What follows belongs to an exercise in optimizing a design on an open flow for small area, a short achievable clock period and few clock cycles; a production flow would make more cautious choices. RTL that was checked went through simulation tests only; none was proved equivalent to the original. Power and IR drop assume default switching activity.

// mest_pro
module mest_pro#(
    parameter OP_CODE_SIZE     = 4,
    parameter INSTRUCTION_SIZE = OP_CODE_SIZE + 8 + 8 + 8,
    parameter ROM_DEPTH = 65536
)(
    input clk,
    input i_reset_n,
    input i_start,
    output [$clog2(ROM_DEPTH)-1  :0] o_prog_counter,
    input [INSTRUCTION_SIZE-1    :0] i_instruction,
    output [8-1 :0] o_result,
    output o_valid_result,
    output o_carry,
    output o_zero_flag,
    output o_all_done
);
wire       issue;       
wire       run;         
wire       start;
wire [3:0] op   = i_instruction[27:24];
wire       is_jmp  = issue & (op == 4'd8);
wire       is_ret  = issue & (op == 4'd9);
wire       is_halt = issue & (op == 4'd15);
wire       x_mul, x_s0, x_s1, x_b8, x_cin;
wire [7:0] x_a, x_b;
wire       x_valid;
mest_pro_ctrlr u_ctrlr(
    .clk        (clk),
    .i_reset_n  (i_reset_n),
    .i_start    (i_start),
    .i_redirect (is_jmp | is_ret),
    .i_halt     (is_halt),
    .o_start    (start),
    .o_run      (run),
    .o_issue    (issue),
    .o_all_done (o_all_done)
);
mest_pro_fetch u_fetch(
    .clk            (clk),
    .i_reset_n      (i_reset_n),
    .i_step         (run | start),
    .i_halt         (is_halt),
    .i_jmp          (is_jmp),
    .i_ret          (is_ret),
    .i_const_K      (i_instruction[23:16]),
    .o_prog_counter (o_prog_counter)
);
mest_pro_decode u_decode(
    .clk        (clk),
    .i_reset_n  (i_reset_n),
    .i_issue    (issue),
    .i_instr    (i_instruction),
    .o_valid    (x_valid),
    .o_mul      (x_mul),
    .o_s0       (x_s0),
    .o_s1       (x_s1),
    .o_b8       (x_b8),
  ...
Size in the first run: roughly 520 cells after synthesis, roughly 96 flip-flops, roughly 59 I/O pins, ~5100 um2 of cells after synthesis.
Settings: LEC_CHECK=0, CAP_MARGIN=20, CORE_MARGIN=2, CORE_UTILIZATION=40, SLEW_MARGIN=20; clock period 5.0 ns.
run.sh (not shown) runs the stock make flow with config.mk's settings and CLKGATE_MAP_FILE= SYNTH_SCRIPT=/design/flow/synth_recipe.tcl, a recipe that flattens the netlist after the stock synthesis.
Change:
SETUP_SLACK_MARGIN = 3.2   (was not set)
=> Core utilization rose by 11 points. Hold slack gets better by 11 ps. Combinational power rose by 56%. Clock skew barely changes. Final area rose by 23%.
No functional check of the RTL was part of any run of this note.

========
run A:
mest_pro, a different RTL version from the one above (not shown whole).
Size in the first run: about 510 cells after synthesis, roughly 93 flip-flops, ~4500 um2 of cells after synthesis.
## mest_pro
module mest_pro#(
    parameter OP_CODE_SIZE     = 4,
    parameter INSTRUCTION_SIZE = OP_CODE_SIZE + 8 + 8 + 8,
    parameter ROM_DEPTH = 65536
)(
    input clk,
    input i_reset_n,
    input i_start,
    output [$clog2(ROM_DEPTH)-1  :0] o_prog_counter,
    input [INSTRUCTION_SIZE-1    :0] i_instruction,
    output [8-1 :0] o_result,
    output o_valid_result,
    output o_carry,
    output o_zero_flag,
    output o_all_done
);
wire       issue;       
wire       run;         
wire       start;
wire [3:0] op   = i_instruction[27:24];
wire       is_jmp  = issue & (op == 4'd8);
wire       is_ret  = issue & (op == 4'd9);
wire       is_halt = issue & (op == 4'd15);
wire       x_s0, x_cin;
wire [7:0] x_a;
wire [7:1] x_bm;
wire [8:0] x_y;
wire       x_valid;
mest_pro_ctrlr u_ctrlr(
    .clk        (clk),
    .i_reset_n  (i_reset_n),
    .i_start    (i_start),
    .i_redirect (is_jmp | is_ret),
    .i_halt     (is_halt),
    .o_start    (start),
    .o_run      (run),
    .o_issue    (issue),
    .o_all_done (o_all_done)
);
mest_pro_fetch u_fetch(
    .clk            (clk),
    .i_reset_n      (i_reset_n),
    .i_run          (run),
    .i_start        (start),
    .i_halt         (is_halt),
    .i_jmp          (is_jmp),
    .i_ret          (is_ret),
    .i_const_K      (i_instruction[23:16]),
    .o_prog_counter (o_prog_counter)
);
mest_pro_decode u_decode(
    .clk        (clk),
    .i_reset_n  (i_reset_n),
    .i_issue    (issue),
    .i_instr    (i_instruction),
    .o_valid    (x_valid),
    .o_s0       (x_s0),
    .o_cin      (x_cin),
    .o_a        (x_a),
    .o_bm       (x_bm),
    .o_y        (x_y)
);
mest_pro_exec u_exec(
    .clk            (clk),
    .i_reset_n      (i_reset_n),
    .i_valid        (x_valid),
    .i_s0           (x_s0),
    .i_cin          (x_cin),
    .i_a            (x_a),
    .i_bm           (x_bm),
  ...
==> flow/config.mk <==
export PLATFORM = sky130hd
export DESIGN_NAME = mest_pro
export DESIGN_NICKNAME = mest_pro
export VERILOG_FILES = /design/flow/design.v
export SDC_FILE = /design/flow/constraint.sdc
export NUM_CORES = 4
export LEC_CHECK = 0
export ABC_AREA = 1
export CAP_MARGIN = 20
export CORE_MARGIN = 2
export CORE_UTILIZATION = 60
export CTS_BUF_LIST = sky130_fd_sc_hd__clkbuf_8
export SETUP_SLACK_MARGIN = 2.95
export SLEW_MARGIN = 20
==> flow/constraint.sdc <==
create_clock -name core_clock -period 5.0 [get_ports {clk}]
set_input_delay 1.0000 -clock core_clock [delete_from_list [all_inputs] [get_ports {clk}]]
set_output_delay 1.0000 -clock core_clock [all_outputs]
set_load 0.01 [all_outputs]
standard.sh (not shown) runs the stock make flow with config.mk's settings and CLKGATE_MAP_FILE= SYNTH_SCRIPT=/design/flow/synth_recipe.tcl, a recipe that flattens the netlist after the stock synthesis.
==> flow/flow/run.sh <==
#!/bin/bash
# Layout: the standard synthesis, then the standard ORFS steps with plain
# buffers (not delay cells) on the ports and free resizing.
set -euo pipefail
bash standard.sh synth > synth.log 2>&1
bash standard.sh BUFFER_PORTS_ARGS="-buffer_cell sky130_fd_sc_hd__buf_1" MATCH_CELL_FOOTPRINT=0 CTS_ARGS="-sink_clustering_enable -repair_clock_nets -buf_list sky130_fd_sc_hd__clkbuf_4 sky130_fd_sc_hd__clkbuf_8 -dont_use_dummy_load" finish > layout.log 2>&1
Status: run A FAILED at 4_1_cts (tool error)
Testbench counts of run A, summed over its fixed seeds: cycles 7,274.
[inputs] run B vs run A
Settings: ABC_AREA: 1 -> unset.
==> flow/flow/run.sh <==
#!/bin/bash
# Layout: the standard synthesis, then the standard ORFS steps with plain
# buffers (not delay cells) on the ports and free resizing.
set -euo pipefail
bash standard.sh synth > synth.log 2>&1
bash standard.sh BUFFER_PORTS_ARGS="-buffer_cell sky130_fd_sc_hd__buf_1" MATCH_CELL_FOOTPRINT=0 CTS_ARGS="-sink_clustering_enable -repair_clock_nets -buf_list sky130_fd_sc_hd__clkbuf_8 -dont_use_dummy_load" finish > layout.log 2>&1
[summary]
- Run B reached the end of the flow, and the finished layout is clean on the timing, design-rule and antenna checks.
- The area share of and/or/nand/nor cells after synthesis in run B sits 7.5 points below the value recorded for run A.
- Looking at cell area after placement, run B sits above run A.
- The routability congestion estimate from global placement in run B was lower than what run A gave.
- Taking run A as the reference, in run B synthesized-area fraction occupied by xor and xnor cells climbed 4.3 points, pre-CTS worst setup slack down 0.55 ns, synthesized instance count -113.
Input-level comparison between run C and run B:
Settings: setting ABC_AREA to 1 for the first time.
==> comparison <==
Non-clock buffer count delta for run C relative to run B: 8 lower. Relative to run B, power of the sequential group has gone down in run C. Run C vs run B — global-route met2 utilization dropped 4.4 points. Run C ended up with nand2_1 as its commonest non-fill, non-tap cell in the layout; run B ended up with buf_1. Run C ends up with lower area growth from synthesis to layout than run B does. Measured against each other, run B and run C differ in remaining max-slew budget at the tightest pin, the higher figure coming from run B. Sort run B and run C by total number of vias desc -> top: run C. Routed wire in run C totals more than in run B.
Modified inputs, run D compared to run C
Settings: SETUP_SLACK_MARGIN: 2.95 -> 2.93; CORE_UTILIZATION: 60 -> 55.
==> run summary <==
On number of vias after detailed routing: run D sits below run C.
Compared with run C, run D shows a higher transition time of the tightest slew-check pin.
Maximum ir drop on the vdd rail delta (run D − run C): favourable

[re-timing with driven ports]
The results above use ideal ports. As a check the final layouts listed here were re-extracted and re-timed, cells and wires unchanged. Step 1 sets driving cells, clkbuf_16 on the clock port and buf_2 on the other inputs (assumed; they add their load-dependent delay and slew). Step 2 adds t to the input delays and takes it off the output delays; t is the mean of the earliest and latest rising clock arrival at the registers after step 1. Input paths then give back, and output paths get back, about the clock's delay inside the block. a / b / c = ideal / step 1 / step 2; a / b = the first two.
run | t (ns) | setup slack, ns | latest minus earliest clock arrival (ns)
the first run of note 1 | 0.380 | 1.757 / 1.746 / 1.366 | 0.008 / 0.008
the second run of note 1 | 0.383 | 2.855 / 2.855 / 2.586 | 0.008 / 0.007
run B | 0.368 | 2.842 / 2.842 / 2.692 | 0.021 / 0.021
run C | 0.368 | 3.025 / 3.024 / 2.722 | 0.027 / 0.026
run D | 0.363 | 3.022 / 3.015 / 2.702 | 0.024 / 0.024
After both steps setup and hold are still met in every run listed. For the first run of note 1, which loses most, drivers alone change the setup slack by -0.011 ns; drivers and shift together by -0.391 ns.
